This design comes from an exercise in tuning for small area and a short achievable clock period on the open sky130 flow, not from production work. At most, simulation tests tie the RTL to the original design; equivalence was not proved. No functional check of the RTL was part of runs 2 to 5 and 7. The flow treats the clock pin as an ideal source. Dropping or thinning the clock tree relies on that and would not hold on a real chip. Power is estimated from default activity; no workload was simulated.

[flow/design.v]
module synchronous_fifo #(
    parameter DEPTH = 10,
    parameter DATA_WIDTH = 32
) (
    input                           clk,
    input                           rst_n,
    input                           w_en,
    input                           r_en,
    input       [DATA_WIDTH-1:0]    data_in,
    output reg  [DATA_WIDTH-1:0]    data_out,
    output                          full,
    output                          empty
);
localparam  DEPTH_NUM = $clog2(DEPTH) ;
reg [DATA_WIDTH-1 : 0] FIFO [0 : DEPTH-1]; 
reg [DEPTH_NUM-1:0] w_ptr,r_ptr;
reg [DEPTH_NUM-1:0]  count;
always @(posedge clk) begin
    if(!rst_n) begin
        count       <=  'b0;
    end
    else begin
        case({r_en & ~empty ,w_en & ~full}) 
            2'b00, 2'b11 : count <= count;
            2'b01 : count <= count + 1'b1;
            2'b10 : count <= count - 1'b1;
        endcase
    end
end
always @(posedge clk ) begin
    if(!rst_n) begin
        r_ptr       <= 'b0;
        data_out    <= 'b0;
    end
    else if(r_en & !empty ) begin
        data_out    <= FIFO[r_ptr];
        r_ptr <= (r_ptr + 1 == DEPTH) ? 0 : r_ptr + 1;
    end
end
always @(posedge clk) begin
    if(!rst_n) begin
        w_ptr <= 'b0;
    end
    else if(w_en & !full) begin
        FIFO[w_ptr] <= data_in;
        w_ptr <= (w_ptr + 1 == DEPTH) ? 0 : w_ptr + 1;
    end 
end
assign full = (count == DEPTH);
assign empty = (count == 0);
endmodule
[flow/run.sh]
#!/bin/bash
# synth_recipe.tcl (not shown) runs the flow's synth.tcl, then flattens the netlist and writes it again
# the make line also repeats each setting of config.mk as NAME=value (left out here)
make -C /OpenROAD-flow-scripts/flow DESIGN_CONFIG=/design/flow/config.mk WORK_HOME=/design/flow/orfs CLKGATE_MAP_FILE= SYNTH_SCRIPT=/design/flow/synth_recipe.tcl finish
[flow/config.mk]
export PLATFORM = sky130hd
export DESIGN_NAME = synchronous_fifo
export DESIGN_NICKNAME = synchronous_fifo
export VERILOG_FILES = /design/flow/design.v
export SDC_FILE = /design/flow/constraint.sdc
export NUM_CORES = 4
export LEC_CHECK = 0
export CAP_MARGIN = 20
export CORE_MARGIN = 2
export CORE_UTILIZATION = 40
export SLEW_MARGIN = 20
[flow/constraint.sdc]
create_clock -name core_clock -period 3.0 [get_ports {clk}]
set_input_delay 0.6000 -clock core_clock [delete_from_list [all_inputs] [get_ports {clk}]]
set_output_delay 0.6000 -clock core_clock [all_outputs]
set_load 0.01 [all_outputs]
==> results of run 1 <==
==> per-stage QoR <==
step | hold slack, ps | std cells
finish | 453 | 1296
global route | 485 | 1296
CTS | 454 | 1296
detailed placement | 446 | 1228
global placement | 442 | 1228
floorplan | 481 | 707
==> layer usage <==
metal	vias up	global-route usage [%]	part of all wire (%)
li1	3106	-	-
met5	-	0	0
met2	157	26.6	48
met3	33	2.77	4.5
met4	0	4.08	1.6
met1	3710	23.8	46
==> logic make-up (layout without fill, tap and decap cells) <==
family	after synthesis	in the layout	synth area share, %
mux	115	115	15.6
simple gates	92	92	3.16
fa+ha+maj	11	11	1.04
compound gates	70	70	2.95
flops	364	364	74.9
buf+inv	50	184	1.95
xor+xnor	5	5	0.313
==> layout make-up <==
class,count,area (sq um)
Clock buffer,47,993
Clock inverter,21,229
Fill cell,2873,17800
Inverter,9,33.8
Multi-Input combinational cell,293,3370
Sequential cell,364,10500
Tap cell,455,569
Timing Repair Buffer,107,1040
==> report_power, final <==
group | switching [mW] | internal, mW
sequential | 0.255 | 5.73
combinational | 1.02 | 1.09
clock | 1.89 | 2.72
==> worst paths after layout <==
check                      startpoint                       end  depth (start not counted)
max             count[0]$_SDFFE_PN0N_                     empty                          2
min reg2reg  data_out[9]$_SDFFE_PN0N_  data_out[9]$_SDFFE_PN0N_                          2
min          data_out[9]$_SDFFE_PN0N_  data_out[9]$_SDFFE_PN0N_                          2
max reg2reg     count[0]$_SDFFE_PN0N_     count[3]$_SDFFE_PN0N_                          8
==> state kept, by name, summed over array words and instances, names as in the netlist <==
| register | cells |
|---|---|
| FIFO | 320 |
| data_out | 32 |
| count | 4 |
| r_ptr | 4 |
| w_ptr | 4 |
==> cells in the final DEF (no fill, tap or decap), types with 5 or more instances in the layout <==
cell type	netlist	routed
a21oi_1	19	19
a31oi_1	19	19
buf_12	0	5
buf_4	0	33
clkbuf_1	15	7
clkbuf_16	0	37
clkdlybuf4s50_1	0	69
clkinv_2	0	8
dfxtp_1	44	42
edfxtp_1	320	320
ha_1	10	10
inv_1	8	8
mux2i_1	38	38
mux4_1	20	20
mux4_2	57	57
nand2_1	35	35
nand3_1	6	6
nor2_1	13	9
nor3_1	20	20
o21ai_0	22	22
xor2_1	5	5
==> worst max-delay path: cells and delay by family (launching register included) <==
family        cells  cell delay (ps)
flops             1              390
simple gates      1              430
buf+inv           1              630
==> metrics.md, run 1 <==
| Metric | Value |
|---|---|
| Per-cell routed wire length | 22.6 microns |
| H-Tree Depth | 2 |
| Die W | 191 microns |
| # nets final | 859 |
| Measured slew at the worst slew-check pin | 925 ps |
| Yosys top cell area share | 68.7% |
| Post-route DRC violation count | 0 |
| Max Cap Viol | 0 |
| Status | no timing/DRC/antenna violations |
| Register-to-register setup slack | 620 ps |
| Number of buffers inserted by post-CTS setup repair | 0 |
| Hold_buf cts | 0 |
| Final Max Tran Viols | 0 |
| Worst slew margin | 38.3% |
| Crit path time final | 2560 ps |
| Hpwl dp | 16100 microns |
| Layout cells sized above 1 | 19.7% |
| 1st-iter DRT viols | 523 |
| Die Span Y | 191 microns |
| Post-Syn Nets | 754 |
| Critical Path RT | 2400 ps |
| Vias in the first global route | 7078 |
| Worst path max stage delay | 630 ps |
| Place WS | 261 ps |
| Tot GR Track Use | 16.6% |
| Highest clock rate | 0.391 GHz |
| RSZ-0062 raised after global routing | false |
| Final Core Density | 48.4% |
| Layout area overhead | 19.5% |
| Post-Syn Area | 14000 sq um |
| CTS buffer count | 37 |
| Cell Area, Placed | 15500 sq um |
| Most used DFF post-synth | edfxtp_1 |
| DRT antenna net count | 0 |
| Post-synthesis sequential area ratio | 74.9% |
| IO Port Bufs | 69 |
| FF+latch count, synth | 364 |
| Die area | 36500 sq um |
| Post-Route WL | 29300 microns |
| Critical path type | flip-flop to primary output |
| Cell Chain, Critical Path | nor4_1 -> clkdlybuf4s50_1 |
| Total power | 12.7 mW |
| CP Max Fanout | 6 |
| Skew-Pair Late Insertion Delay | 530 ps |
| Launching element type of the critical path | flip-flop |
| Post-synthesis async set-or-reset flop share | 0% |
| Largest net degree at the start of global routing | 57 |
| Post-synth cell types | 43 |
| Leak | 5.36 nW |
| Slowest-stage cell, CP | clkdlybuf4s50_1 |
| First-pass DRT Iterations | 5 |
| Vias per cell | 5.41 |
| Syn Inst Count | 707 |
| Root Buffer Master | clkbuf_16 |
| Global-route wire length before repair | 44600 microns |
| Core outline area | 34500 sq um |
| Cell type with the highest aggregate area in the netlist | edfxtp_1 |
| GP Congestion | 0.728 |
| Fin area | 16700 sq um |
| Cell area power density | 760 nW/um^2 |
| CTS tree | done |
| N_diodes | 0 |
| Post-Syn Area per Cell | 19.8 sq um |
| CTS Buffer Depth | 3 |
| Post-route clock period utilization | 85.2% |
| Synth warn | 1 |
| Signal arrival time at the worst endpoint | 1960 ps |
| Top cells by area, synth | edfxtp_1, mux4_2, dfxtp_1 |
| Initial Util | 40.5% |
| PnR worst setup slack | 444 ps |
| Setup violations, final | 0 |
| Min-delay worst type | flip-flop to flip-flop |
| Initial antenna violation count | 0 |
| Ports | 70 |
| Commonest cells post-synth | edfxtp_1, mux4_2, dfxtp_1 |
| Gr ovfl total | 0 |
| Most common cell in the netlist | edfxtp_1 |
| Total number of vias | 7006 |
| Max VDD drop | 0.000388 V |
| CP endpoint kind | primary output |
| Number of flops mapped to enable cells by yosys | 320 |
| Number of cell rows | 68 |
| Final Skew | 13.4 ps |
| PostCTS Resize Cnt | 0 |
| Setup TNS | 0 ps |
| Total clock sinks | 364 |
| Final hold vios | 0 |
| CTS clk-pin slew, worst paths | 60 ps |
==> inputs of run 2 (changes only) <==
==> flow/design.v (replaced) <==
module synchronous_fifo #(
    parameter DEPTH = 10,
    parameter DATA_WIDTH = 32
) (
    input                           clk,
    input                           rst_n,
    input                           w_en,
    input                           r_en,
    input       [DATA_WIDTH-1:0]    data_in,
    output reg  [DATA_WIDTH-1:0]    data_out,
    output reg                      full,
    output reg                      empty
);
reg [DEPTH-1:0] w_sel, r_sel;
reg nfull_k;
reg [3:0] count;
wire wr = w_en & ~full;
wire rd = r_en & ~empty;
always @(posedge clk) begin
    if (!rst_n) begin
        w_sel  <= {{(DEPTH-1){1'b0}}, 1'b1};
        nfull_k <= 1'b1;
        r_sel  <= {{(DEPTH-1){1'b0}}, 1'b1};
        count  <= 4'd0;
        full   <= 1'b0;
        empty  <= 1'b1;
    end else begin
        if (wr) w_sel <= {w_sel[DEPTH-2:0], w_sel[DEPTH-1]};
        if (rd) r_sel <= {r_sel[DEPTH-2:0], r_sel[DEPTH-1]};
        if (wr & ~rd) begin
            count <= count + 4'd1;
            full  <= (count == DEPTH-1);
            nfull_k <= (count != DEPTH-1);
            empty <= 1'b0;
        end else if (rd & ~wr) begin
            count <= count - 4'd1;
            full  <= 1'b0;
            nfull_k <= 1'b1;
            empty <= (count == 4'd1);
        end
    end
end
genvar g;
wire [DATA_WIDTH-1:0] slot [0:DEPTH-1];
generate
    for (g = 0; g < DEPTH; g = g + 1) begin : row
        reg  [DATA_WIDTH-1:0] word;
        wire load = wr & w_sel[g];
        wire keep = ~(w_en & nfull_k & w_sel[g]);
        always @(posedge clk)
            word <= (data_in & {DATA_WIDTH{load}}) | (word & {DATA_WIDTH{keep}});
        assign slot[g] = word;
    end
endgenerate
integer i;
reg [DATA_WIDTH-1:0] rdata;
always @(*) begin
    rdata = {DATA_WIDTH{1'b0}};
    for (i = 0; i < DEPTH; i = i + 1)
        rdata = rdata | ({DATA_WIDTH{r_sel[i]}} & slot[i]);
end
always @(posedge clk) begin
    if (!rst_n)
        data_out <= {DATA_WIDTH{1'b0}};
    else if (rd)
        data_out <= rdata;
end
endmodule
==> flow/flow/run.sh (new file) <==
#!/bin/bash
bash standard.sh BUFFER_PORTS_ARGS="-buffer_cell sky130_fd_sc_hd__buf_1" \
  CTS_ARGS="-sink_clustering_enable -repair_clock_nets -sink_clustering_size 30 -sink_clustering_max_diameter 100 -buf_list sky130_fd_sc_hd__clkbuf_16 -dont_use_dummy_load" \
  POST_CTS_TCL="$(pwd)/flow/post_cts.tcl" \
  > standard_run.log 2>&1
==> flow/flow/post_cts.tcl (new file) <==
source [file join [file dirname [info script]] unroot.tcl]
unroot_clock_tree
estimate_parasitics -placement
==> flow/flow/unroot.tcl (new file) <==
proc unroot_clock_tree {} {
  set block [ord::get_db_block]
  set clk_net [$block findNet clk]
  set root ""
  set nin 0
  foreach it [$clk_net getITerms] {
    if {[$it isInputSignal]} { set root [$it getInst]; incr nin }
  }
  if {$nin != 1} { puts "unroot: clock port feeds $nin pins, left as is"; return }
  set root_out ""
  foreach it [$root getITerms] {
    if {[$it isOutputSignal]} { set root_out [$it getNet] }
  }
  set loads {}
  foreach it [$root_out getITerms] {
    if {[$it isInputSignal]} {
      if {![string match "sky130_fd_sc_hd__clkbuf_*" [[[$it getInst] getMaster] getName]]} {
        puts "unroot: root buffer drives a non-buffer, left as is"; return
      }
      lappend loads $it
    }
  }
  if {[llength $loads] > 4} { puts "unroot: root drives [llength $loads] pins, left as is"; return }
  foreach it $loads {
    $it disconnect
    $it connect $clk_net
  }
  foreach it [$root getITerms] { if {[$it getNet] != "NULL"} { $it disconnect } }
  odb::dbInst_destroy $root
  odb::dbNet_destroy $root_out
  puts "unroot: clock port now feeds [llength $loads] clock buffers"
}
==> flow/standard.sh (new file) <==
#!/bin/bash
# synth_recipe.tcl (not shown) runs the flow's synth.tcl, then flattens the netlist and writes it again
# the make line also repeats each setting of config.mk as NAME=value (left out here)
make -C /OpenROAD-flow-scripts/flow DESIGN_CONFIG=/design/flow/config.mk WORK_HOME=/design/flow/orfs CLKGATE_MAP_FILE= SYNTH_SCRIPT=/design/flow/synth_recipe.tcl "${@:-finish}"
--- a/flow/config.mk
+++ b/flow/config.mk
@@ -7,5 +7,6 @@
 export LEC_CHECK = 0
 export CAP_MARGIN = 20
 export CORE_MARGIN = 2
-export CORE_UTILIZATION = 40
+export CORE_UTILIZATION = 55
+export SETUP_SLACK_MARGIN = 1.5
 export SLEW_MARGIN = 20
removed: flow/run.sh
==> run 2 against run 1 <==
- register-to-register slack better by 830 ps
- count of clock-buffer cells in the layout decreased by 32
- clock power fell by 48%
- combinational power decreased by about 50%
- wire length is 50% higher
- global-route usage is 13 points higher
- sequential share of layout area is 12 points lower
- critical path type is now input pin to flip-flop
- largest cell class unchanged
==> metrics.md, run 2 <==
| Metric | Value |
|---|---|
| Slowest-stage cell, CP | a22o_1 |
| Max VDD drop | 0.000396 V (+2.0%) |
| Commonest non-fill, non-tap cells in the layout | a22o_1, dfxtp_1, dfxtp_2, buf_6, buf_1 |
| 1st-iter DRT viols | 1351 (+160%) |
| Commonest cells post-synth | a22o_1, dfxtp_1, buf_2 |
| # nets final | 1199 (+40%) |
| Reg with most FFs | row.word |
| Post-synth cell types | 37 (-14%) |
| Highest clock rate | 0.643 GHz (+64%) |
| CP Max Fanout | 16 (+10) |
| Total number of vias | 10400 (+49%) |
| Max reg flops | 320 (unchanged) |
| Post-Syn Nets | 1231 (+63%) |
| Final Skew | 37.7 ps (+24.3 ps) |
| Gr ovfl total | 0 (unchanged) |
| Hold path start | row[4].word[11]$_DFF_P_ |
| Number of cell rows | 57 (-16%) |
| Reg2reg start | empty$_SDFFE_PN1P_ |
| Cell area power density | 622 nW/um^2 (-18%) |
| Total clock sinks | 379 (+4.1%) |
| Post-route clock period utilization | 51.9% (-33 points) |
| GP Congestion | 0.742 (+1.9%) |
| Vias per cell | 7.05 (+30%) |
| Top Registers | row.word x320, data_out x32 |
| CTS clk-pin slew, worst paths | 110 ps (+50 ps) |
| Setup TNS | 0 ps (unchanged) |
| Place WS | 638 ps (+378 ps) |
| Core outline area | 24400 sq um (-29%) |
| Crit path max-delay family | simple AND/OR/NAND/NOR gates |
| Die area | 26200 sq um (-28%) |
| Skew-Pair Late Insertion Delay | 390 ps (-140 ps) |
| IO Port Bufs | 69 (unchanged) |
| Post-Syn Area per Cell | 11.5 sq um (-42%) |
| Post-route DRC violation count | 0 (unchanged) |
| Synth warn | 1 (unchanged) |
| Most used DFF post-synth | dfxtp_1 |
| Die W | 162 microns (-15%) |
| Initial antenna violation count | 1 (+1) |
| Crit path time final | 1560 ps (-1000 ps) |
| PnR worst setup slack | 1440 ps (+1000 ps) |
| CP endpoint kind | flip-flop |
| Placed Instances | 1447 (+18%) |
| Fin area | 15000 sq um (-10%) |
| Hold Slack | 493 ps (+39.4 ps) |
| Crit. Startpoint | w_en |
| Min-delay worst type | flip-flop to flip-flop |
| Critical Path RT | 3250 ps (+850 ps) |
| Die Span Y | 162 microns (-15%) |
| Critical path type | input pin to flip-flop |
| Ports | 70 (unchanged) |
| Post-Route WL | 43900 microns (+50%) |
| Number of flops mapped to enable cells by yosys | 0 (-100%) |
| Number of buffer and inverter stages on the critical path | 2 (+1) |
| Final hold vios | 0 (unchanged) |
| Top cells by area, synth | dfxtp_1, a22o_1, buf_6 |
| Cell Chain, Critical Path | clkbuf_4 -> and2_4 -> buf_12 -> nand2_8 -> a22o_1 |
| FF+latch count, synth | 379 (+4.1%) |
| Initial Util | 56.3% (+16 points) |
| Launching element type of the critical path | input pin |
| Signal arrival time at the worst endpoint | 1810 ps (-150 ps) |
| Vias in the first global route | 9705 (+37%) |
| DRT antenna net count | 0 (unchanged) |
| Yosys top cell area share | 55.2% (-13 points) |
| Global-route wire length before repair | 60600 microns (+36%) |
| Cell Area, Placed | 13800 sq um (-11%) |
| Measured slew at the worst slew-check pin | 708 ps (-217 ps) |
| Setup violations, final | 0 (unchanged) |
| Post-Syn Area | 13700 sq um (-1.9%) |
| Total power | 9.35 mW (-26%) |
| Status | no timing/DRC/antenna violations |
| Worst path max stage delay | 280 ps (-350 ps) |
| Hpwl dp | 20900 microns (+30%) |
| Final Max Tran Viols | 0 (unchanged) |
| Final cell count without fillers | 1482 (+14%) |
| Final Core Density | 61.6% (+13 points) |
| Layout area overhead | 9.49% |
| Post-synthesis async set-or-reset flop share | 0% (unchanged) |
| Post-synthesis sequential area ratio | 55.2% (-20 points) |
| First-pass DRT Iterations | 6 (+1) |
| Syn Inst Count | 1191 (+68%) |
| Largest net degree at the start of global routing | 43 (-25%) |
| Most common cell in the netlist | a22o_1 |
| Per-cell routed wire length | 29.6 microns (+31%) |
| Commonest non-fill, non-tap cell in the layout | a22o_1 |
| RSZ-0062 raised after global routing | true |
| Layout cells sized above 1 | 16.3% (-3.4 points) |
| Filler cells | 1990 (-31%) |
| Cell type with the highest aggregate area in the netlist | dfxtp_1 |
| Worst slew margin | 52.8% (+14 points) |
| Max Cap Viol | 0 (unchanged) |
| Leak | 5.57 nW (+3.9%) |
| Tot GR Track Use | 30.0% (+13 points) |
-- run 2: changes by cell type in the layout (fill, tap and decap cells not counted), moves of 33 or more --
cell	change
clkdlybuf4s50_1	-69
edfxtp_1	-320
buf_1	+33
dfxtp_1	+284
mux4_2	-57
buf_6	+40
a22o_1	+384
dfxtp_2	+42
mux2i_1	-35
-- run 2: power breakdown --
part | switching (mW) | internal [mW]
sequential | 0.325 | 5.54
clock | 1.51 | 0.915
combinational | 0.474 | 0.586
total | 2.31 | 7.04
-- run 2: per-layer routing --
| layer | global-route usage, % | vias up | part of all wire (%) |
|---|---|---|---|
| li1 | - | 4593 | - |
| met4 | 7.24 | 0 | 2.2 |
| met3 | 3.42 | 63 | 8.8 |
| met2 | 48.1 | 541 | 45 |
| met5 | 0 | - | 0 |
| met1 | 43.6 | 5244 | 44 |
-- run 2: cell families (layout without fill, tap and decap cells) --
logic type,Yosys count,after routing,synth area share [%]
other,0,1,0
multiplexers,3,3,0.219
adder cells (fa/ha/maj),4,4,0.364
AND/OR/NAND/NOR,67,76,3.00
XOR/XNOR,2,2,0.128
flip-flops,379,379,55.2
buffers and inverters,167,124,6.82
AO/OA/AOI/OAI,569,569,34.2
-- run 2: worst paths after layout --
| path | to | slack (ps) | cells past startpoint |
|---|---|---|---|
| setup / recovery | row[6].word[0]$_DFF_P_ | 1440 | 5 |
| hold / removal | row[4].word[11]$_DFF_P_ | 490 | 1 |
| setup reg to reg | count[3]$_SDFFE_PN0P_ | 1450 | 6 |
| hold reg to reg | row[4].word[11]$_DFF_P_ | 490 | 1 |
-- run 2: cell type report --
type	instances	area [sq um]	area share (%)
Sequential cell	379	7680	51.1
Multi-Input combinational cell	654	5600	37.2
Timing Repair Buffer	104	960	6.38
Tap cell	324	405	2.70
Clock buffer	15	375	2.50
Inverter	5	18.8	0.125
Antenna cell	1	2.50	0.0166
==> inputs of run 3 (changes only) <==
==> flow/design.v (replaced) <==
module synchronous_fifo #(
    parameter DEPTH = 10,
    parameter DATA_WIDTH = 32
) (
    input                           clk,
    input                           rst_n,
    input                           w_en,
    input                           r_en,
    input       [DATA_WIDTH-1:0]    data_in,
    output reg  [DATA_WIDTH-1:0]    data_out,
    output reg                      full,
    output reg                      empty
);
function [4:0] j_up;
    input [4:0] j;
    j_up = {j[3:0], ~j[4]};
endfunction
function [4:0] j_down;
    input [4:0] j;
    j_down = {~j[0], j[4:1]};
endfunction
function j_is;
    input [4:0] j;
    input integer k;
    case (k)
        0: j_is = ~j[4] & ~j[0];
        1: j_is =  j[0] & ~j[1];
        2: j_is =  j[1] & ~j[2];
        3: j_is =  j[2] & ~j[3];
        4: j_is =  j[3] & ~j[4];
        5: j_is =  j[4] &  j[0];
        6: j_is = ~j[0] &  j[1];
        7: j_is = ~j[1] &  j[2];
        8: j_is = ~j[2] &  j[3];
        default: j_is = ~j[3] & j[4];
    endcase
endfunction
reg [4:0] w_ptr, r_ptr, occ;
reg nfull_k;
wire wr  = w_en & ~full;
wire rd  = r_en & ~empty;
wire inc = wr & ~rd;
wire dec = rd & ~wr;
always @(posedge clk) begin
    if (!rst_n) begin
        w_ptr   <= 5'd0;
        r_ptr   <= 5'd0;
        occ     <= 5'd0;
        full    <= 1'b0;
        nfull_k <= 1'b1;
        empty   <= 1'b1;
    end else begin
        if (wr) w_ptr <= j_up(w_ptr);
        if (rd) r_ptr <= j_up(r_ptr);
        if (inc) begin
            occ     <= j_up(occ);
            full    <= j_is(occ, 9);
            nfull_k <= ~j_is(occ, 9);
            empty   <= 1'b0;
        end else if (dec) begin
            occ     <= j_down(occ);
            full    <= 1'b0;
            nfull_k <= 1'b1;
            empty   <= j_is(occ, 1);
        end
    end
end
genvar g;
wire [DATA_WIDTH-1:0] slot [0:DEPTH-1];
wire [DEPTH-1:0] r_sel;
generate
    for (g = 0; g < DEPTH; g = g + 1) begin : row
        reg  [DATA_WIDTH-1:0] word;
        wire w_here = j_is(w_ptr, g);
        wire load = w_en & ~full & w_here;
        wire keep = ~(w_en & nfull_k & w_here);
        always @(posedge clk)
            word <= (data_in & {DATA_WIDTH{load}}) | (word & {DATA_WIDTH{keep}});
        assign slot[g] = word;
        assign r_sel[g] = j_is(r_ptr, g);
    end
endgenerate
integer i;
reg [DATA_WIDTH-1:0] rdata;
always @(*) begin
    rdata = {DATA_WIDTH{1'b0}};
    for (i = 0; i < DEPTH; i = i + 1)
        rdata = rdata | ({DATA_WIDTH{r_sel[i]}} & slot[i]);
end
always @(posedge clk) begin
    if (!rst_n)
        data_out <= {DATA_WIDTH{1'b0}};
    else if (rd)
        data_out <= rdata;
end
endmodule
==> run 3 against run 2 <==
- register-to-register slack got worse by 70 ps
- sequential power rose by 7.2%
- clock power barely moved
- largest cell class unchanged
==> metrics.md, run 3 <==
| Metric | Value |
|---|---|
| Status | no timing/DRC/antenna violations |
| Max reg flops | 320 (unchanged) |
| Number of cell rows | 58 (+1.8%) |
| Per-cell routed wire length | 29.1 microns (-1.8%) |
| Sequential Area | 7480 sq um (-2.6%) |
| CTS clk-pin slew, worst paths | 110 ps (about the same) |
| Highest clock rate | 0.618 GHz (-3.9%) |
| Hold path start | row[2].word[19]$_DFF_P_ |
| Global-route wire length before repair | 68600 microns (+13%) |
| CP endpoint kind | flip-flop |
| Tot GR Track Use | 34.1% (+4.1 points) |
| IO Port Bufs | 69 (unchanged) |
| Initial antenna violation count | 1 (unchanged) |
| Placed Instances | 1554 (+7.4%) |
| DRT antenna net count | 0 (unchanged) |
| Post-route DRC violation count | 0 (unchanged) |
| Switching Share | 26.1% (+1.4 points) |
| First-pass DRT Iterations | 6 (unchanged) |
| 1st-iter DRT viols | 1386 (+2.6%) |
| GP Congestion | 0.776 (+4.6%) |
| Post-Syn Nets | 1299 (+5.5%) |
| Multi-input gate area | 5900 sq um (+5.5%) |
| Die area | 26400 sq um (+0.71%) |
| Launching element type of the critical path | flip-flop |
| # nets final | 1340 (+12%) |
| Commonest cells post-synth | dfxtp_1, a22o_1, a22oi_1 |
| Most used DFF post-synth | dfxtp_1 |
| Post-synthesis async set-or-reset flop share | 0% (unchanged) |
| Net Sw Power | 2.72 mW (+18%) |
| Synth warn | 1 (unchanged) |
| Reg2Reg Depth | 6 (unchanged) |
| Critical Path RT | 3290 ps (+40 ps) |
| Most common cell in the netlist | dfxtp_1 |
| Layout area overhead | 15.6% |
| Worst r2r dst | data_out[29]$_SDFFE_PN0P_ |
| Setup violations, final | 0 (unchanged) |
| Total number of vias | 11300 (+8.5%) |
| Core outline area | 25000 sq um (+2.3%) |
| Initial Util | 55.4% (-0.89 points) |
| Internal power | 7.71 mW (+9.5%) |
| RSZ-0062 raised after global routing | true |
| Post-Route WL | 47400 microns (+8.1%) |
| Commonest non-fill, non-tap cells in the layout | a22o_1, dfxtp_1, a22oi_1, buf_4, buf_6 |
| Post-route clock period utilization | 54.0% (+2.1 points) |
| Post-synthesis sequential area ratio | 53.5% (-1.7 points) |
| Die W | 163 microns (+0.35%) |
| Crit path time final | 1620 ps (+62.8 ps) |
| Number of flops mapped to enable cells by yosys | 0 (unchanged) |
| Vias per cell | 6.95 (-1.4%) |
| Logic pwr share | 16.6% (+5.3 points) |
| Total clock sinks | 370 (-2.4%) |
| CP Max Fanout | 8 (-8) |
| Leak | 6.15 nW (+11%) |
| Largest net degree at the start of global routing | 38 (-12%) |
| Ports | 70 (unchanged) |
| Max VDD drop | 0.000622 V (+57%) |
| Clk pwr share | 23.2% (-2.7 points) |
| Yosys top cell area share | 53.5% (-1.7 points) |
| Cell type with the highest aggregate area in the netlist | dfxtp_1 |
| Reg with most FFs | row.word |
| Max Cap Viol | 0 (unchanged) |
| Critical path type | flip-flop to flip-flop |
| Min-delay worst type | flip-flop to flip-flop |
| Skew-Pair Late Insertion Delay | 400 ps (about the same) |
| Hold EP | data_out[19]$_SDFFE_PN0P_ |
| PnR worst setup slack | 1380 ps (-62.8 ps) |
| Setup TNS | 0 ps (unchanged) |
| Place WS | 549 ps (-89.4 ps) |
| Layout cells sized above 1 | 21.2% (+4.9 points) |
| Reg2reg start | r_ptr[3]$_SDFFE_PN0P_ |
| Worst slew margin | 58.5% (+5.7 points) |
| Final Skew | 50.3 ps (+12.6 ps) |
| Final hold vios | 0 (unchanged) |
| Sequential power share | 60.2% (-2.5 points) |
| Syn Inst Count | 1262 (+6.0%) |
| Die Span Y | 163 microns (+0.35%) |
| Post-Syn Area per Cell | 11.0 sq um (-4.9%) |
| Hold depth | 2 (+1) |
| Cell area power density | 652 nW/um^2 (+4.9%) |
| Hpwl dp | 24800 microns (+19%) |
| Hold Slack | 473 ps (-20.1 ps) |
| Final cell count without fillers | 1631 (+10%) |
| Signal arrival time at the worst endpoint | 1910 ps (+100 ps) |
| Filler cells | 2039 (+2.5%) |
| Vias in the first global route | 10600 (+8.9%) |
| Measured slew at the worst slew-check pin | 622 ps (-85.8 ps) |
| Top cells by area, synth | dfxtp_1, a22o_1, a22oi_1 |
| Final Max Tran Viols | 0 (unchanged) |
| FF+latch count, synth | 370 (-2.4%) |
| Top Registers | row.word x320, data_out x32 |
| Post-synth cell types | 50 (+35%) |
| Gr ovfl total | 0 (unchanged) |
| N_diodes | 0 (-1) |
| Post-Syn Area | 13800 sq um (+0.73%) |
| Commonest non-fill, non-tap cell in the layout | a22o_1 |
| Register-to-register setup slack | 1380 ps (-70 ps) |
run 3: cell count changes in the layout (fill, tap and decap cells not counted), sizes merged, moves of 10 or more:
| cell | before | now |
|---|---|---|
| and3b | 10 | 0 |
| a221oi | 32 | 22 |
| nor2 | 11 | 30 |
| a222oi | 32 | 6 |
| buf | 102 | 173 |
| a22o | 384 | 335 |
| a21oi | 21 | 48 |
| a211oi | 32 | 3 |
| o22a | 0 | 12 |
| a22oi | 0 | 89 |
| nor2b | 2 | 13 |
| a31oi | 32 | 17 |
run 3: worst max-delay path, stage by stage (launching register included):
cell and delay (ps):
dfxtp_4 380, buf_12 130, nor2b_4 140, buf_12 160
a222oi_1 290, o221ai_1 180, o221a_1 230
run 3: power by group through the flow:
stage	sequential [mW]	clock (mW)	combinational, mW
after detailed placement	6.33	0	1.52
after global routing	6.36	2.57	1.87
after floorplan	6.21	0	1.23
final	6.28	2.42	1.73
after global placement	6.33	0	1.48
run 3: through the flow:
step | area [sq um] | util, % | total power [mW]
6_report | 16000 | 64.1 | 10.4
3_3_place_gp | 14200 | 56.9 | 7.81
5_1_grt | 16000 | 64.1 | 10.8
3_5_place_dp | 14200 | 56.9 | 7.85
2_1_floorplan | 14000 | - | 7.44
run 3: area by class of cell:
type	count	share of cell area [%]
Timing Repair Buffer	178	11.0
Inverter	9	0.454
Tap cell	330	2.58
Clock buffer	15	2.35
Multi-Input combinational cell	729	36.9
Sequential cell	370	46.7
run 3: cell families after synthesis:
| kind of cell | count (synthesis) | share of synthesized area, % |
|---|---|---|
| AOI/OAI and AO/OA | 611 | 35.5 |
| DFF | 370 | 53.5 |
| buffers and inverters | 165 | 6.01 |
| and+or+nand+nor | 111 | 4.59 |
| muxes | 4 | 0.289 |
| adders and majority gates | 1 | 0.0904 |
run 3: how the worst max path moves through the flow:
| stage | cells after the start | endpoint | startpoint |
|---|---|---|---|
| floorplan | 11 | occ[2]$_SDFFE_PN0P_ | r_en |
| global placement | 5 | row[3].word[2]$_DFF_P_ | w_en |
| detailed placement | 5 | row[3].word[24]$_DFF_P_ | w_en |
| global route | 6 | data_out[29]$_SDFFE_PN0P_ | r_ptr[3]$_SDFFE_PN0P_ |
| finish | 6 | data_out[29]$_SDFFE_PN0P_ | r_ptr[3]$_SDFFE_PN0P_ |
run 3: routing by layer:
metal	global-route usage, %	part of all wire [%]
met1	47.5	42
met2	55.6	46
met3	5.32	8.9
met4	8.85	3.1
met5	0	0.032
==> inputs of run 4 (changes only) <==
--- a/flow/design.v
+++ b/flow/design.v
@@ -35,7 +35,8 @@
         default: j_is = ~j[3] & j[4];
     endcase
 endfunction
-reg [4:0] w_ptr, r_ptr, occ;
+reg [4:0] occ;
+reg [DEPTH-1:0] w_sel, r_sel;
 reg nfull_k;
 wire wr  = w_en & ~full;
 wire rd  = r_en & ~empty;
@@ -43,15 +44,15 @@
 wire dec = rd & ~wr;
 always @(posedge clk) begin
     if (!rst_n) begin
-        w_ptr   <= 5'd0;
-        r_ptr   <= 5'd0;
+        w_sel   <= {{(DEPTH-1){1'b0}}, 1'b1};
+        r_sel   <= {{(DEPTH-1){1'b0}}, 1'b1};
         occ     <= 5'd0;
         full    <= 1'b0;
         nfull_k <= 1'b1;
         empty   <= 1'b1;
     end else begin
-        if (wr) w_ptr <= j_up(w_ptr);
-        if (rd) r_ptr <= j_up(r_ptr);
+        if (wr) w_sel <= {w_sel[DEPTH-2:0], w_sel[DEPTH-1]};
+        if (rd) r_sel <= {r_sel[DEPTH-2:0], r_sel[DEPTH-1]};
         if (inc) begin
             occ     <= j_up(occ);
             full    <= j_is(occ, 9);
@@ -67,17 +68,15 @@
 end
 genvar g;
 wire [DATA_WIDTH-1:0] slot [0:DEPTH-1];
-wire [DEPTH-1:0] r_sel;
 generate
     for (g = 0; g < DEPTH; g = g + 1) begin : row
         reg  [DATA_WIDTH-1:0] word;
-        wire w_here = j_is(w_ptr, g);
+        wire w_here = w_sel[g];
         wire load = w_en & ~full & w_here;
         wire keep = ~(w_en & nfull_k & w_here);
         always @(posedge clk)
             word <= (data_in & {DATA_WIDTH{load}}) | (word & {DATA_WIDTH{keep}});
         assign slot[g] = word;
-        assign r_sel[g] = j_is(r_ptr, g);
     end
 endgenerate
 integer i;
==> run 4 against run 3 <==
- non-clock buffer count down 60
- combinational power down about 30%
- die area up 1.3%
- synthesized cell count down 5.6%
- critical path type is now input pin to flip-flop
- maximum frequency up 4.6%
- power down 8.0%
- via count down 5.3%
- wire length down 2.3%
- cell area down 4.4%
- critical path depth down 1
- highest routed layer is now met4
==> metrics.md, run 4 <==
| Metric | Value |
|---|---|
| Number of cell rows | 58 (unchanged) |
| Sequential Area | 7700 sq um (+3.0%) |
| Layout cells sized above 1 | 17.1% (-4.1 points) |
| Per-cell routed wire length | 30.8 microns (+6.0%) |
| Final Max Tran Viols | 0 (unchanged) |
| Commonest non-fill, non-tap cells in the layout | a22o_1, dfxtp_1, buf_6, dfxtp_2 |
| Signal arrival time at the worst endpoint | 1840 ps (-70 ps) |
| Synth warn | 1 (unchanged) |
| Setup TNS | 0 ps (unchanged) |
| Die Span Y | 164 microns (+0.65%) |
| Filler cells | 2075 (+1.8%) |
| Min-delay worst type | flip-flop to flip-flop |
| Total number of vias | 10700 (-5.3%) |
| Hpwl dp | 20800 microns (-16%) |
| Leak | 5.70 nW (-7.4%) |
| Critical Path RT | 3290 ps (about the same) |
| Number of flops mapped to enable cells by yosys | 0 (unchanged) |
| Status | no timing/DRC/antenna violations |
| Slowest-stage cell, CP | a22o_1 |
| Post-Syn Nets | 1228 (-5.5%) |
| Die area | 26800 sq um (+1.3%) |
| GP Congestion | 0.737 (-5.0%) |
| Post-synth cell types | 32 (-36%) |
| Die W | 164 microns (+0.65%) |
| Reg with most FFs | row.word |
| Global-route wire length before repair | 62400 microns (-9.0%) |
| Most common cell in the netlist | a22o_1 |
| IO Port Bufs | 69 (unchanged) |
| Post-Syn Area per Cell | 11.8 sq um (+7.4%) |
| First-pass DRT Iterations | 6 (unchanged) |
| Post-route DRC violation count | 0 (unchanged) |
| Max Cap Viol | 0 (unchanged) |
| Worst slew margin | 58.1% (-0.45 points) |
| Layout area overhead | 9.09% |
| Post-route clock period utilization | 51.6% (-2.4 points) |
| GRT met1 Usage | 43.9% (-3.6 points) |
| Tot GR Track Use | 30.7% (-3.3 points) |
| Post-synthesis sequential area ratio | 54.3% (+0.72 points) |
| Largest net degree at the start of global routing | 43 (+13%) |
| Worst path max stage delay | 310 ps (-70 ps) |
| CP Max Fanout | 32 (+24) |
| Skew-Pair Late Insertion Delay | 400 ps (about the same) |
| Max reg flops | 320 (unchanged) |
| Initial Util | 55.8% (+0.42 points) |
| Crit path time final | 1550 ps (-71.1 ps) |
| N_diodes | 0 (unchanged) |
| Post-Syn Area | 14000 sq um (+1.3%) |
| Yosys top cell area share | 54.3% (+0.72 points) |
| Setup violations, final | 0 (unchanged) |
| 1st-iter DRT viols | 1669 (+20%) |
| CP endpoint kind | flip-flop |
| # nets final | 1211 (-9.6%) |
| RSZ-0062 raised after global routing | true |
| Highest clock rate | 0.646 GHz (+4.6%) |
| Vias per cell | 7.14 (+2.8%) |
| Post-Route WL | 46300 microns (-2.3%) |
| Final Skew | 43.5 ps (-6.86 ps) |
| Top Registers | row.word x320, data_out x32 |
| Launching element type of the critical path | input pin |
| Number of buffer and inverter stages on the critical path | 2 (unchanged) |
| Final hold vios | 0 (unchanged) |
| Vias in the first global route | 9832 (-6.9%) |
| Max VDD drop | 0.000566 V (-9.0%) |
| Initial antenna violation count | 0 (-1) |
| CTS clk-pin slew, worst paths | 110 ps (about the same) |
| Gr ovfl total | 0 (unchanged) |
| Most used DFF post-synth | dfxtp_1 |
| Met2 Track Usage GR | 49.7% (-5.9 points) |
| Cell Chain, Critical Path | clkbuf_4 -> and2_4 -> buf_12 -> nand2_8 -> a22o_1 |
| Multi-input gate area | 5610 sq um (-4.9%) |
| Post-synthesis async set-or-reset flop share | 0% (unchanged) |
| Commonest non-fill, non-tap cell in the layout | a22o_1 |
| Cell type with the highest aggregate area in the netlist | dfxtp_1 |
| Syn Inst Count | 1191 (-5.6%) |
| Total clock sinks | 380 (+2.7%) |
| Total power | 9.59 mW (-8.0%) |
| Critical path type | input pin to flip-flop |
| GR Util met3 | 4.22% (-1.1 points) |
| Core outline area | 25100 sq um (+0.58%) |
| Commonest cells post-synth | a22o_1, dfxtp_1, buf_6 |
| DRT antenna net count | 0 (unchanged) |
| Ports | 70 (unchanged) |
| FF+latch count, synth | 380 (+2.7%) |
| GRT busiest layer | met2 |
| Top cells by area, synth | dfxtp_1, a22o_1, buf_6 |
| Measured slew at the worst slew-check pin | 629 ps (+6.82 ps) |
| Cell area power density | 627 nW/um^2 (-3.8%) |
| Crit path max-delay family | simple AND/OR/NAND/NOR gates |
run 4: cell count changes after synthesis, moves of 12 or more:
cell / change
a211oi_1: +29
a21oi_1: -36
a221oi_1: +12
a222oi_1: +26
a22o_1: +49
a22oi_1: -89
a31oi_1: +15
buf_2: -23
buf_6: +46
clkbuf_1: -18
nor2_1: -30
o22a_1: -12
run 4: report_power, final:
part	internal [mW]	switching, mW
logic	0.676	0.532
registers	5.60	0.358
clock network	0.915	1.52
run 4: cells by family (layout without fill, tap and decap cells):
logic type / Yosys count / in the layout / synth area share, %
compound gates: 572 / 572 / 33.8
fa+ha+maj: 1 / 1 / 0.0892
buf+inv: 165 / 137 / 8.40
flops: 380 / 380 / 54.3
mux: 3 / 3 / 0.214
simple gates: 70 / 79 / 3.24
run 4: worst paths after layout:
kind,cells after the start,endpoint,from,slack (ps)
setup / recovery,5,row[7].word[17]$_DFF_P_,w_en,1450
hold / removal,1,row[3].word[31]$_DFF_P_,row[3].word[31]$_DFF_P_,490
setup reg to reg,8,occ[2]$_SDFFE_PN0P_,empty$_SDFFE_PN1P_,1510
hold reg to reg,1,row[3].word[31]$_DFF_P_,row[3].word[31]$_DFF_P_,490
run 4: layout make-up:
class | count | area share, %
timing repair inverter | 2 | 0.131
sequential | 380 | 50.3
clock buffer | 15 | 2.45
multi-input combinational | 655 | 36.7
tap | 330 | 2.70
inverter | 2 | 0.131
timing repair buffer | 118 | 7.54
run 4: routing by layer:
metal	share of wire (%)	wire, microns	vias up
met5	0	0	-
met4	2.8	1290	0
met3	9.0	4170	68
met2	46	21100	565
met1	43	19800	5469
li1	-	-	4625
run 4: through the flow:
step	instances	area (sq um)	setup WS (ps)	utilization [%]	hold WS, ps
2_1_floorplan	1191	14100	1150	-	449
3_3_place_gp	1440	13800	649	54.8	461
3_5_place_dp	1440	13800	591	54.8	464
5_1_grt	1502	15300	1410	60.9	505
6_report	1502	15300	1450	60.9	491
==> inputs of run 5 (changes only) <==
--- a/flow/config.mk
+++ b/flow/config.mk
@@ -7,6 +7,6 @@
 export LEC_CHECK = 0
 export CAP_MARGIN = 20
 export CORE_MARGIN = 2
-export CORE_UTILIZATION = 55
-export SETUP_SLACK_MARGIN = 1.5
+export CORE_UTILIZATION = 65
+export SETUP_SLACK_MARGIN = 1.6
 export SLEW_MARGIN = 20
==> run 5 against run 4 <==
- sequential cell count unchanged
- cell count is 0.47% lower
- cell area increased by 5.8%
- power rose by 1.9%
- non-clock buffer count is 35 higher
- register-to-register slack worse by 80 ps
- via count rose by 6.2%
- critical path type is now flip-flop to flip-flop
==> metrics.md, run 5 <==
| Metric | Value |
|---|---|
| Status | no timing/DRC/antenna violations |
| DRT antenna net count | 0 (unchanged) |
| Post-route DRC violation count | 0 (unchanged) |
| Highest clock rate | 0.636 GHz (-1.5%) |
| Final Max Tran Viols | 0 (unchanged) |
| Crit path time final | 1570 ps (+24.1 ps) |
| Tot GR Track Use | 34.6% (+3.9 points) |
| Post-Syn Area | 14000 sq um (unchanged) |
| Critical Path RT | 3290 ps (about the same) |
| Cell type with the highest aggregate area in the netlist | dfxtp_1 |
| Worst slew margin | 57.9% (-0.17 points) |
| Setup violations, final | 0 (unchanged) |
| Post-Route WL | 48600 microns (+4.9%) |
| Die Span Y | 151 microns (-7.8%) |
| Gr ovfl total | 0 (unchanged) |
| Reg with most FFs | row.word |
| Filler cells | 1313 (-37%) |
| IO Port Bufs | 69 (unchanged) |
| Most common cell in the netlist | a22o_1 |
| Commonest non-fill, non-tap cells in the layout | a22o_1, dfxtp_1, buf_6, dfxtp_2, buf_1 |
| Final hold vios | 0 (unchanged) |
| Die W | 151 microns (-7.8%) |
| RSZ-0062 raised after global routing | true |
| PnR worst setup slack | 1430 ps (-24.1 ps) |
| Top Registers | row.word x320, data_out x32 |
| Met2 Track Usage GR | 58.2% (+8.5 points) |
| N_diodes | 0 (unchanged) |
| Number of cell rows | 53 (-8.6%) |
| CP Max Fanout | 6 (-81%) |
| Total clock sinks | 380 (unchanged) |
| Layout cells sized above 1 | 22.9% (+5.8 points) |
| Syn Inst Count | 1191 (unchanged) |
| GRT met1 Usage | 47.0% (+3.1 points) |
| Number of flops mapped to enable cells by yosys | 0 (unchanged) |
| Top cells by area, synth | dfxtp_1, a22o_1, buf_6 |
| FF+latch count, synth | 380 (unchanged) |
| Hpwl dp | 20900 microns (+0.59%) |
| Global-route wire length before repair | 60700 microns (-2.7%) |
| 1st-iter DRT viols | 1588 (-4.9%) |
| Measured slew at the worst slew-check pin | 631 ps (+2.50 ps) |
| Post-synthesis async set-or-reset flop share | 0% (unchanged) |
| Post-route clock period utilization | 52.4% (+0.80 points) |
| Final Skew | 33.6 ps (-9.85 ps) |
| Cell Area, Placed | 14000 sq um (+1.4%) |
| Launching element type of the critical path | flip-flop |
| Max reg flops | 320 (unchanged) |
| GRT busiest layer | met2 |
| Layout area overhead | 15.5% |
| Synth warn | 1 (unchanged) |
| Post-synthesis sequential area ratio | 54.3% (unchanged) |
| Initial Util | 66.5% (+11 points) |
| Skew-Pair Late Insertion Delay | 400 ps (about the same) |
| CTS clk-pin slew, worst paths | 110 ps (about the same) |
| Cell Chain, Critical Path | nor2b_4 -> buf_12 -> inv_16 -> ha_4 -> nor4bb_4 -> a21oi_1 -> nor2b_1 |
| Max Cap Viol | 0 (unchanged) |
| Max VDD drop | 0.000467 V (-18%) |
| Setup TNS | 0 ps (unchanged) |
| Ports | 70 (unchanged) |
| Leak | 6.06 nW (+6.4%) |
| Place WS | 894 ps (+303 ps) |
| Cell area power density | 604 nW/um^2 (-3.7%) |
| Per-cell routed wire length | 32.5 microns (+5.4%) |
| Vias per cell | 7.62 (+6.7%) |
| Largest net degree at the start of global routing | 43 (unchanged) |
| First-pass DRT Iterations | 6 (unchanged) |
| Post-Syn Area per Cell | 11.8 sq um (unchanged) |
| Post-Syn Nets | 1228 (unchanged) |
| Yosys top cell area share | 54.3% (unchanged) |
| Vias in the first global route | 10200 (+3.6%) |
| Final Core Density | 76.8% (+16 points) |
| Post-synth cell types | 32 (unchanged) |
| Min-delay worst type | flip-flop to flip-flop |
| Core outline area | 21100 sq um (-16%) |
| Slowest-stage cell, CP | dfxtp_4 |
| CP endpoint kind | flip-flop |
| GR Util met3 | 4.16% (-0.059 points) |
| Commonest cells post-synth | a22o_1, dfxtp_1, buf_6 |
| Signal arrival time at the worst endpoint | 1860 ps (+20 ps) |
| GP Congestion | 0.764 (+3.6%) |
| Die area | 22800 sq um (-15%) |
| Fin area | 16200 sq um (+5.8%) |
| Worst path max stage delay | 360 ps (+50 ps) |
| Most used DFF post-synth | dfxtp_1 |
| Total number of vias | 11400 (+6.2%) |
| Commonest non-fill, non-tap cell in the layout | a22o_1 |
| Initial antenna violation count | 1 (+1) |
| Critical path type | flip-flop to flip-flop |
| # nets final | 1259 (+4.0%) |
[run 5: cell counts after synthesis]
No cell type changed its count.
[run 5: path summary, 6_finish.rpt]
path | from | endpoint | slack (ps) | cells past startpoint
min | row[9].word[0]$_DFF_P_ | row[9].word[0]$_DFF_P_ | 500 | 1
max | empty$_SDFFE_PN1P_ | full$_SDFFE_PN0P_ | 1430 | 7
max reg2reg | empty$_SDFFE_PN1P_ | full$_SDFFE_PN0P_ | 1430 | 7
min reg2reg | row[9].word[0]$_DFF_P_ | row[9].word[0]$_DFF_P_ | 500 | 1
[run 5: kinds of logic after synthesis]
kind of cell / after synthesis / share of synthesized area (%)
compound gates: 572 / 33.8
flops: 380 / 54.3
mux: 3 / 0.214
fa+ha+maj: 1 / 0.0892
simple gates: 70 / 3.24
buf+inv: 165 / 8.40
[run 5: area by class of cell]
cell class / instances / area, sq um / share of cell area [%]
Sequential cell: 380 / 7700 / 47.6
Multi-Input combinational cell: 668 / 6090 / 37.6
Timing Repair Buffer: 153 / 1640 / 10.1
Clock buffer: 15 / 375 / 2.32
Tap cell: 275 / 344 / 2.13
Inverter: 2 / 23.8 / 0.147
Timing Repair inverter: 2 / 17.5 / 0.108
[run 5: worst max-delay path: cells and delay by family, from the launching register on]
kind            cells  cell delay, ps
compound gates      1              90
fa+ha+maj           1             270
buf+inv             2             170
flops               1             360
simple gates        3             590
[run 5: metrics by stage]
step	hold WS [ps]	power (mW)	instances
2_1_floorplan	449	6.82	1191
3_3_place_gp	462	7.01	1400
3_5_place_dp	466	7.06	1400
5_1_grt	509	10.0	1495
6_report	496	9.77	1495
[run 5: power breakdown]
part	total, mW	switching [mW]	internal [mW]
Sequential	5.98	0.377	5.60
Clock	2.43	1.51	0.915
Combinational	1.37	0.613	0.759
Total	9.77	2.50	7.27
[run 5: per-layer routing]
layer | vias up | part of all wire (%)
met5 | - | 0.029
met4 | 2 | 5.9
met3 | 195 | 13
met2 | 874 | 45
met1 | 5579 | 37
li1 | 4744 | -
==> inputs of run 6 (changes only) <==
--- a/flow/design.v
+++ b/flow/design.v
@@ -36,33 +36,39 @@
     endcase
 endfunction
 reg [4:0] occ;
-reg [DEPTH-1:0] w_sel, r_sel;
-reg nfull_k;
+reg [DEPTH-1:0] r_sel;
+reg [DEPTH-1:0] w_ok, w_nok;
 wire wr  = w_en & ~full;
 wire rd  = r_en & ~empty;
 wire inc = wr & ~rd;
 wire dec = rd & ~wr;
+wire [DEPTH-1:0] w_sel  = full ? r_sel : w_ok;
+wire [DEPTH-1:0] w_next = wr ? {w_sel[DEPTH-2:0], w_sel[DEPTH-1]} : w_sel;
+reg full_next;
+always @(*) begin
+    if (inc)      full_next = j_is(occ, 9);
+    else if (dec) full_next = 1'b0;
+    else          full_next = full;
+end
 always @(posedge clk) begin
     if (!rst_n) begin
-        w_sel   <= {{(DEPTH-1){1'b0}}, 1'b1};
-        r_sel   <= {{(DEPTH-1){1'b0}}, 1'b1};
-        occ     <= 5'd0;
-        full    <= 1'b0;
-        nfull_k <= 1'b1;
-        empty   <= 1'b1;
+        w_ok  <= {{(DEPTH-1){1'b0}}, 1'b1};
+        w_nok <= {{(DEPTH-1){1'b1}}, 1'b0};
+        r_sel <= {{(DEPTH-1){1'b0}}, 1'b1};
+        occ   <= 5'd0;
+        full  <= 1'b0;
+        empty <= 1'b1;
     end else begin
-        if (wr) w_sel <= {w_sel[DEPTH-2:0], w_sel[DEPTH-1]};
+        w_ok  <= full_next ? {DEPTH{1'b0}} : w_next;
+        w_nok <= full_next ? {DEPTH{1'b1}} : ~w_next;
+        full  <= full_next;
         if (rd) r_sel <= {r_sel[DEPTH-2:0], r_sel[DEPTH-1]};
         if (inc) begin
-            occ     <= j_up(occ);
-            full    <= j_is(occ, 9);
-            nfull_k <= ~j_is(occ, 9);
-            empty   <= 1'b0;
+            occ   <= j_up(occ);
+            empty <= 1'b0;
         end else if (dec) begin
-            occ     <= j_down(occ);
-            full    <= 1'b0;
-            nfull_k <= 1'b1;
-            empty   <= j_is(occ, 1);
+            occ   <= j_down(occ);
+            empty <= j_is(occ, 1);
         end
     end
 end
@@ -71,9 +77,8 @@
 generate
     for (g = 0; g < DEPTH; g = g + 1) begin : row
         reg  [DATA_WIDTH-1:0] word;
-        wire w_here = w_sel[g];
-        wire load = w_en & ~full & w_here;
-        wire keep = ~(w_en & nfull_k & w_here);
+        wire load = w_en & w_ok[g];
+        wire keep = ~w_en | w_nok[g];
         always @(posedge clk)
             word <= (data_in & {DATA_WIDTH{load}}) | (word & {DATA_WIDTH{keep}});
         assign slot[g] = word;
==> flow/flow/run.sh (replaced) <==
#!/bin/bash
bash standard.sh BUFFER_PORTS_ARGS="-buffer_cell sky130_fd_sc_hd__buf_1" \
  CTS_ARGS="-sink_clustering_enable -repair_clock_nets -sink_clustering_size 20 -sink_clustering_max_diameter 70 -buf_list sky130_fd_sc_hd__clkbuf_16 -dont_use_dummy_load" \
  POST_CTS_TCL="$(pwd)/flow/post_cts.tcl" \
  > standard_run.log 2>&1
--- a/flow/config.mk
+++ b/flow/config.mk
@@ -7,6 +7,6 @@
 export LEC_CHECK = 0
 export CAP_MARGIN = 20
 export CORE_MARGIN = 2
-export CORE_UTILIZATION = 65
-export SETUP_SLACK_MARGIN = 1.6
+export CORE_UTILIZATION = 55
+export SETUP_SLACK_MARGIN = 1.5
 export SLEW_MARGIN = 20
==> run 6 against run 5 <==
- still clean on timing, DRC and antenna
- non-clock buffer count decreased by 24
- count of clock-buffer cells in the layout up 8
- critical path depth is 6 lower
- synthesized cell count is 2.8% higher
- power increased by 42%
- clock skew shrank 3.1 ps
- cell area shrank 4.0%
- die area increased by 18%
==> metrics.md, run 6 <==
| Metric | Value |
|---|---|
| Status | no timing/DRC/antenna violations |
| Hpwl dp | 23000 microns (+9.8%) |
| Launching element type of the critical path | flip-flop |
| Top cells by area, synth | dfxtp_1, a22o_1, a222oi_1 |
| Synth warn | 1 (unchanged) |
| Post-synthesis sequential area ratio | 55.3% (+0.99 points) |
| Max Cap Viol | 0 (unchanged) |
| Max reg flops | 320 (unchanged) |
| Commonest cells post-synth | dfxtp_1, a22o_1, buf_2 |
| Gr ovfl total | 0 (unchanged) |
| Sequential Area | 7870 sq um (+2.2%) |
| Min-delay worst type | flip-flop to flip-flop |
| Logic pwr share | 18.8% (+4.8 points) |
| Total power | 13.8 mW (+42%) |
| Placed Instances | 1495 (+6.8%) |
| Crit path time final | 1500 ps (-75.1 ps) |
| Post-Route WL | 44500 microns (-8.5%) |
| Post-Syn Area | 14100 sq um (+0.53%) |
| Highest clock rate | 0.668 GHz (+5.0%) |
| Final Skew | 30.6 ps (-3.07 ps) |
| Syn Inst Count | 1224 (+2.8%) |
| CP endpoint kind | primary output |
| Post-Syn Nets | 1262 (+2.8%) |
| Final Max Tran Viols | 0 (unchanged) |
| Post-route clock period utilization | 49.9% (-2.5 points) |
| # nets final | 1253 (-0.48%) |
| Total number of vias | 10800 (-5.4%) |
| Tot GR Track Use | 32.0% (-2.6 points) |
| DRT antenna net count | 0 (unchanged) |
| Post-synthesis async set-or-reset flop share | 0% (unchanged) |
| IO Port Bufs | 69 (unchanged) |
| Filler cells | 2048 (+56%) |
| Fin area | 15500 sq um (-4.0%) |
| RSZ-0062 raised after global routing | true |
| Multi-input gate area | 5560 sq um (-8.7%) |
| Commonest non-fill, non-tap cells in the layout | a22o_1, dfxtp_1, buf_4, buf_6, buf_1 |
| Max VDD drop | 0.000554 V (+19%) |
| Post-synth cell types | 39 (+22%) |
| Internal power | 10.2 mW (+40%) |
| Top Registers | row.word x320, data_out x32 |
| Most used DFF post-synth | dfxtp_1 |
| Cell Chain, Critical Path | buf_6 |
| Critical path type | flip-flop to primary output |
| N_diodes | 0 (unchanged) |
| Worst slew margin | 59.4% (+1.5 points) |
| Measured slew at the worst slew-check pin | 609 ps (-22.7 ps) |
| Final cell count without fillers | 1543 (+3.2%) |
| Sequential power share | 59.3% (-1.8 points) |
| Yosys top cell area share | 55.3% (+0.99 points) |
| Slowest-stage cell, CP | dfxtp_4 |
| Core outline area | 25200 sq um (+19%) |
| CP Max Fanout | 2 (-4) |
| Crit path max-delay family | flip-flops |
| FF+latch count, synth | 389 (+2.4%) |
| Setup TNS | 0 ps (unchanged) |
| Worst path max stage delay | 370 ps (about the same) |
| First-pass DRT Iterations | 6 (unchanged) |
| CTS clk-pin slew, worst paths | 90 ps (-20 ps) |
| Setup violations, final | 0 (unchanged) |
| Total clock sinks | 389 (+2.4%) |
| Die W | 164 microns (+8.8%) |
| Switching Share | 26.6% (+0.98 points) |
| Post-Syn Area per Cell | 11.5 sq um (-2.2%) |
| Cell type with the highest aggregate area in the netlist | dfxtp_1 |
| Number of flops mapped to enable cells by yosys | 0 (unchanged) |
| Initial antenna violation count | 0 (-1) |
| Ports | 70 (unchanged) |
| Number of cell rows | 58 (+9.4%) |
| Critical Path RT | 2400 ps (-890 ps) |
| Global-route wire length before repair | 65300 microns (+7.6%) |
| Skew-Pair Late Insertion Delay | 410 ps (about the same) |
| Initial Util | 56.0% (-11 points) |
| Die area | 26900 sq um (+18%) |
| Vias per cell | 6.98 (-8.4%) |
| Commonest non-fill, non-tap cell in the layout | a22o_1 |
| Reg with most FFs | row.word |
| Per-cell routed wire length | 28.8 microns (-11%) |
| Cell area power density | 891 nW/um^2 (+48%) |
| Cell Area, Placed | 14300 sq um (+2.6%) |
| GP Congestion | 0.744 (-2.6%) |
| Largest net degree at the start of global routing | 43 (unchanged) |
| Layout area overhead | 10.3% |
| Net Sw Power | 3.68 mW (+47%) |
| Signal arrival time at the worst endpoint | 900 ps (-960 ps) |
| Clk pwr share | 21.8% (-3.0 points) |
| Layout cells sized above 1 | 17.0% (-5.9 points) |
| Final hold vios | 0 (unchanged) |
| Number of buffer and inverter stages on the critical path | 1 (-1) |
| Leak | 6.08 nW (+0.25%) |
| Post-route DRC violation count | 0 (unchanged) |
| Die Span Y | 164 microns (+8.8%) |
| Vias in the first global route | 10300 (+0.93%) |
| 1st-iter DRT viols | 1306 (-18%) |
| Most common cell in the netlist | dfxtp_1 |
## run 6: area by class of cell
class                           count  area share (%)
Tap cell                          330            2.66
Multi-Input combinational cell    668            35.8
Inverter                            4          0.0966
Sequential cell                   389            50.6
Clock buffer                       23            3.70
Timing Repair Buffer              129            7.14
## run 6: cell families (layout without fill, tap and decap cells)
| family | count (synthesis) | after routing | share of synthesized area, % |
|---|---|---|---|
| flip-flops | 389 | 389 | 55.3 |
| adder cells (fa/ha/maj) | 2 | 2 | 0.178 |
| AND/OR/NAND/NOR | 80 | 81 | 3.35 |
| AO/OA/AOI/OAI | 577 | 579 | 34.4 |
| buffers and inverters | 170 | 156 | 6.37 |
| multiplexers | 6 | 6 | 0.453 |
## run 6: power by group through the flow
stage               sequential (mW)  combinational, mW  clock [mW]
floorplan                      7.96               2.10           0
global placement               8.23               2.38           0
detailed placement             8.24               2.45           0
global route                   8.41               2.84        3.22
finish                         8.22               2.61        3.02
## run 6: routing by layer
metal  wire length [microns]  global-route usage (%)
met3                    3760                    4.24
met1                   19700                    46.6
met5                       0                       0
met2                   20300                    50.5
met4                     784                    7.81
## run 6: stage by stage
stage                     utilization, %  hold WS [ps]  worst slack [ps]
after detailed placement            56.9           464               737
after global placement              56.9           462               797
final                               61.7           480              1500
after floorplan                        -           449              1030
after global routing                61.7           494              1430
## run 6: final timing paths
path / endpoint / startpoint / cells past startpoint / slack [ps]
setup / recovery: data_out[7] / data_out[7]$_SDFFE_PN0P_ / 1 / 1500
hold / removal: row[1].word[30]$_DFF_P_ / row[1].word[30]$_DFF_P_ / 1 / 480
setup reg to reg: data_out[11]$_SDFFE_PN0P_ / r_sel[8]$_SDFFE_PN0P_ / 4 / 1520
hold reg to reg: row[1].word[30]$_DFF_P_ / row[1].word[30]$_DFF_P_ / 1 / 480
==> inputs of run 7 (changes only) <==
--- a/flow/design.v
+++ b/flow/design.v
@@ -77,10 +77,8 @@
 generate
     for (g = 0; g < DEPTH; g = g + 1) begin : row
         reg  [DATA_WIDTH-1:0] word;
-        wire load = w_en & w_ok[g];
-        wire keep = ~w_en | w_nok[g];
         always @(posedge clk)
-            word <= (data_in & {DATA_WIDTH{load}}) | (word & {DATA_WIDTH{keep}});
+            word <= (data_in & {DATA_WIDTH{w_ok[g]}}) | (word & {DATA_WIDTH{w_nok[g]}});
         assign slot[g] = word;
     end
 endgenerate
==> run 7 against run 6 <==
- highest routed layer unchanged
- cell area down 0.50%
- non-clock buffer count down 9
- critical path depth up 2
==> metrics.md, run 7 <==
| Metric | Value |
|---|---|
| Post-Syn Nets | 1247 (-1.2%) |
| Post-route DRC violation count | 0 (unchanged) |
| Slowest-stage cell, CP | dfxtp_2 |
| Critical Path RT | 2400 ps (about the same) |
| Vias per cell | 7.03 (+0.75%) |
| Reg with most FFs | row.word |
| Measured slew at the worst slew-check pin | 1130 ps (+523 ps) |
| Ports | 70 (unchanged) |
| Number of cell rows | 58 (unchanged) |
| Gr ovfl total | 0 (unchanged) |
| Top cells by area, synth | dfxtp_1, a22o_1, a221oi_2 |
| Final Max Tran Viols | 0 (unchanged) |
| Cell area power density | 775 nW/um^2 (-13%) |
| Layout cells sized above 1 | 20.3% (+3.3 points) |
| Register-to-register setup slack | 1310 ps (-210 ps) |
| IO Port Bufs | 69 (unchanged) |
| Reg2reg start | full$_SDFF_PN0_ |
| Place WS | 904 ps (+167 ps) |
| Max Cap Viol | 0 (unchanged) |
| Launching element type of the critical path | flip-flop |
| Skew-Pair Late Insertion Delay | 410 ps (about the same) |
| Post-synth cell types | 33 (-15%) |
| Post-Syn Area per Cell | 11.6 sq um (+0.41%) |
| Global-route wire length before repair | 66500 microns (+1.8%) |
| Layout area overhead | 10.6% |
| Signal arrival time at the worst endpoint | 1090 ps (+190 ps) |
| Min-delay worst type | flip-flop to flip-flop |
| Critical path type | flip-flop to primary output |
| DRT antenna net count | 0 (unchanged) |
| Core outline area | 25000 sq um (-0.58%) |
| Die Span Y | 163 microns (-0.40%) |
| Hold depth | 1 (unchanged) |
| Leak | 6.41 nW (+5.5%) |
| PnR worst setup slack | 1310 ps (-193 ps) |
| Synth warn | 1 (unchanged) |
| CP endpoint kind | primary output |
| Syn Inst Count | 1209 (-1.2%) |
| Crit path time final | 1690 ps (+193 ps) |
| Commonest non-fill, non-tap cell in the layout | a22o_1 |
| Filler cells | 2009 (-1.9%) |
| Worst path max stage delay | 340 ps (-30 ps) |
| N_diodes | 0 (unchanged) |
| Die area | 26700 sq um (-0.80%) |
| Hpwl dp | 23000 microns (+0.14%) |
| Worst slew margin | 24.6% (-35 points) |
| Final hold vios | 0 (unchanged) |
| Most common cell in the netlist | dfxtp_1 |
| Max reg flops | 320 (unchanged) |
| Post-synthesis sequential area ratio | 55.7% (+0.46 points) |
| Crit path max-delay family | buffers and inverters |
| Post-route clock period utilization | 56.3% (+6.4 points) |
| 1st-iter DRT viols | 1348 (+3.2%) |
| Per-cell routed wire length | 29.1 microns (+0.83%) |
| Setup TNS | 0 ps (unchanged) |
| Final Skew | 26.5 ps (-4.02 ps) |
| RSZ-0062 raised after global routing | true |
| Status | no timing/DRC/antenna violations |
| Post-Syn Area | 14000 sq um (-0.82%) |
| Setup violations, final | 0 (unchanged) |
| Commonest cells post-synth | dfxtp_1, a22o_1, clkbuf_1 |
| Top Registers | row.word x320, data_out x32 |
| Largest net degree at the start of global routing | 43 (unchanged) |
| Initial antenna violation count | 0 (unchanged) |
| FF+latch count, synth | 389 (unchanged) |
| Most used DFF post-synth | dfxtp_1 |
| Yosys top cell area share | 55.7% (+0.46 points) |
| GP Congestion | 0.757 (+1.7%) |
| Tot GR Track Use | 32.9% (+0.86 points) |
| Die W | 163 microns (-0.40%) |
| Cell Chain, Critical Path | buf_8 -> buf_4 -> buf_6 |
| Initial Util | 55.8% (-0.14 points) |
| Number of buffer and inverter stages on the critical path | 3 (+2) |
| Total number of vias | 10700 (-0.56%) |
| # nets final | 1233 (-1.6%) |
| Cell type with the highest aggregate area in the netlist | dfxtp_1 |
| CP Max Fanout | 3 (+1) |
| Post-synthesis async set-or-reset flop share | 0% (unchanged) |
| CTS clk-pin slew, worst paths | 80 ps (about the same) |
| Worst r2r dst | w_nok[2]$_SDFF_PP1_ |
| Reg2Reg Depth | 10 (+6) |
| Total clock sinks | 389 (unchanged) |
| Max VDD drop | 0.000513 V (-7.4%) |
| Multi-input gate area | 5590 sq um (+0.56%) |
| Number of flops mapped to enable cells by yosys | 0 (unchanged) |
| Highest clock rate | 0.592 GHz (-11%) |
| Commonest non-fill, non-tap cells in the layout | a22o_1, dfxtp_1, dfxtp_2, buf_4, buf_6 |
| First-pass DRT Iterations | 5 (-1) |
| Hold Slack | 476 ps (-4.39 ps) |
| Post-Route WL | 44300 microns (-0.47%) |
| Hold path start | row[9].word[18]$_DFF_P_ |
| Sequential Area | 7890 sq um (+0.24%) |
| Vias in the first global route | 10400 (+1.1%) |
| Hold EP | row[9].word[18]$_DFF_P_ |
run 7: logic make-up after synthesis:
logic type | count (synthesis) | share of synthesized area [%]
simple gates | 68 | 2.35
flops | 389 | 55.7
mux | 15 | 1.10
fa+ha+maj | 2 | 0.179
compound gates | 569 | 34.9
buf+inv | 166 | 5.72
run 7: area by class of cell:
class / instances / area share (%)
sequential: 389 / 51.0
multi-input combinational: 657 / 36.2
timing repair buffer: 120 / 6.30
clock buffer: 23 / 3.72
tap: 330 / 2.67
inverter: 4 / 0.146
run 7: worst register-to-register path, cell delays in order, from the launching register on:
cell and delay, ps:
dfxtp_2 340, buf_8 120, buf_6 110, inv_4 60
nand2_4 60, inv_4 60, ha_4 170, nand3b_1 260
buf_4 240, o211a_4 160, nand2_1 60
run 7: power breakdown:
part	internal, mW	leakage, nW	total, mW	switching, mW
combinational	1.09	2.86	1.70	0.613
clock	1.36	0.283	2.99	1.63
sequential	6.40	3.27	7.29	0.885
total	8.86	6.41	12.0	3.13
run 7: how the worst max path moves through the flow:
stage               startpoint                   endpoint  slack [ps]  cells past startpoint
2_1_floorplan             r_en         w_ok[8]$_SDFF_PP0_        1080                      9
3_3_place_gp              r_en  data_out[14]$_SDFFE_PN0P_         980                      6
3_5_place_dp              r_en   data_out[1]$_SDFFE_PN0P_         900                      6
5_1_grt        full$_SDFF_PN0_        w_nok[7]$_SDFF_PP1_        1240                     10
6_report       full$_SDFF_PN0_                       full        1310                      3
run 7: layer usage:
metal	GRT usage, %	up-vias	part of all wire [%]
li1	-	4694	-
met1	48.8	5355	44
met2	51.4	577	44
met3	3.66	88	8.9
met4	7.96	0	2.6
met5	0	-	0
run 7: per-stage QoR:
step / cell area, sq um / power, mW / utilization (%) / instances
finish: 15500 / 12.0 / 61.8 / 1523
global placement: 14200 / 8.80 / 56.6 / 1478
floorplan: 14000 / 8.39 / - / 1209
global route: 15500 / 12.5 / 61.8 / 1523
detailed placement: 14200 / 8.84 / 56.6 / 1478

[static timing again, ports no longer ideal]
The results above use ideal ports. As a check the final layouts listed here were re-extracted and re-timed, cells and wires unchanged. Step 1 assumes that a clkbuf_16 drives the clock port and a buf_2 every other input. Step 2 moves the port delays by t, midway between the first and last clock arrival at a register: inputs arrive t later, outputs are due t later. That takes back most of the time a late clock gives input paths. Three values: ideal ports, drivers, drivers and shift; two values: the first two.
run	t (ns)	setup WS [ns]	latest minus earliest clock arrival (ns)	slew at the worst register clock pin (ns)	cell pins on the clock port's net
run 1	0.566	0.444 / 0.397 / 0.240	0.015 / 0.015	0.06 / 0.06	1
run 2	0.436	1.444 / 1.453 / 1.048	0.038 / 0.039	0.12 / 0.12	2
run 3	0.438	1.381 / 1.337 / 1.069	0.050 / 0.050	0.12 / 0.12	2
run 4	0.442	1.452 / 1.450 / 1.052	0.043 / 0.043	0.12 / 0.12	2
run 5	0.446	1.428 / 1.428 / 1.058	0.035 / 0.035	0.12 / 0.12	2
run 6	0.458	1.503 / 1.440 / 1.125	0.033 / 0.033	0.09 / 0.09	2
run 7	0.468	1.310 / 1.242 / 0.983	0.028 / 0.027	0.08 / 0.08	2
After both steps every run listed still meets setup and hold. For run 4, which loses most, drivers alone change the setup slack by -0.002 ns; drivers and shift together by -0.400 ns.
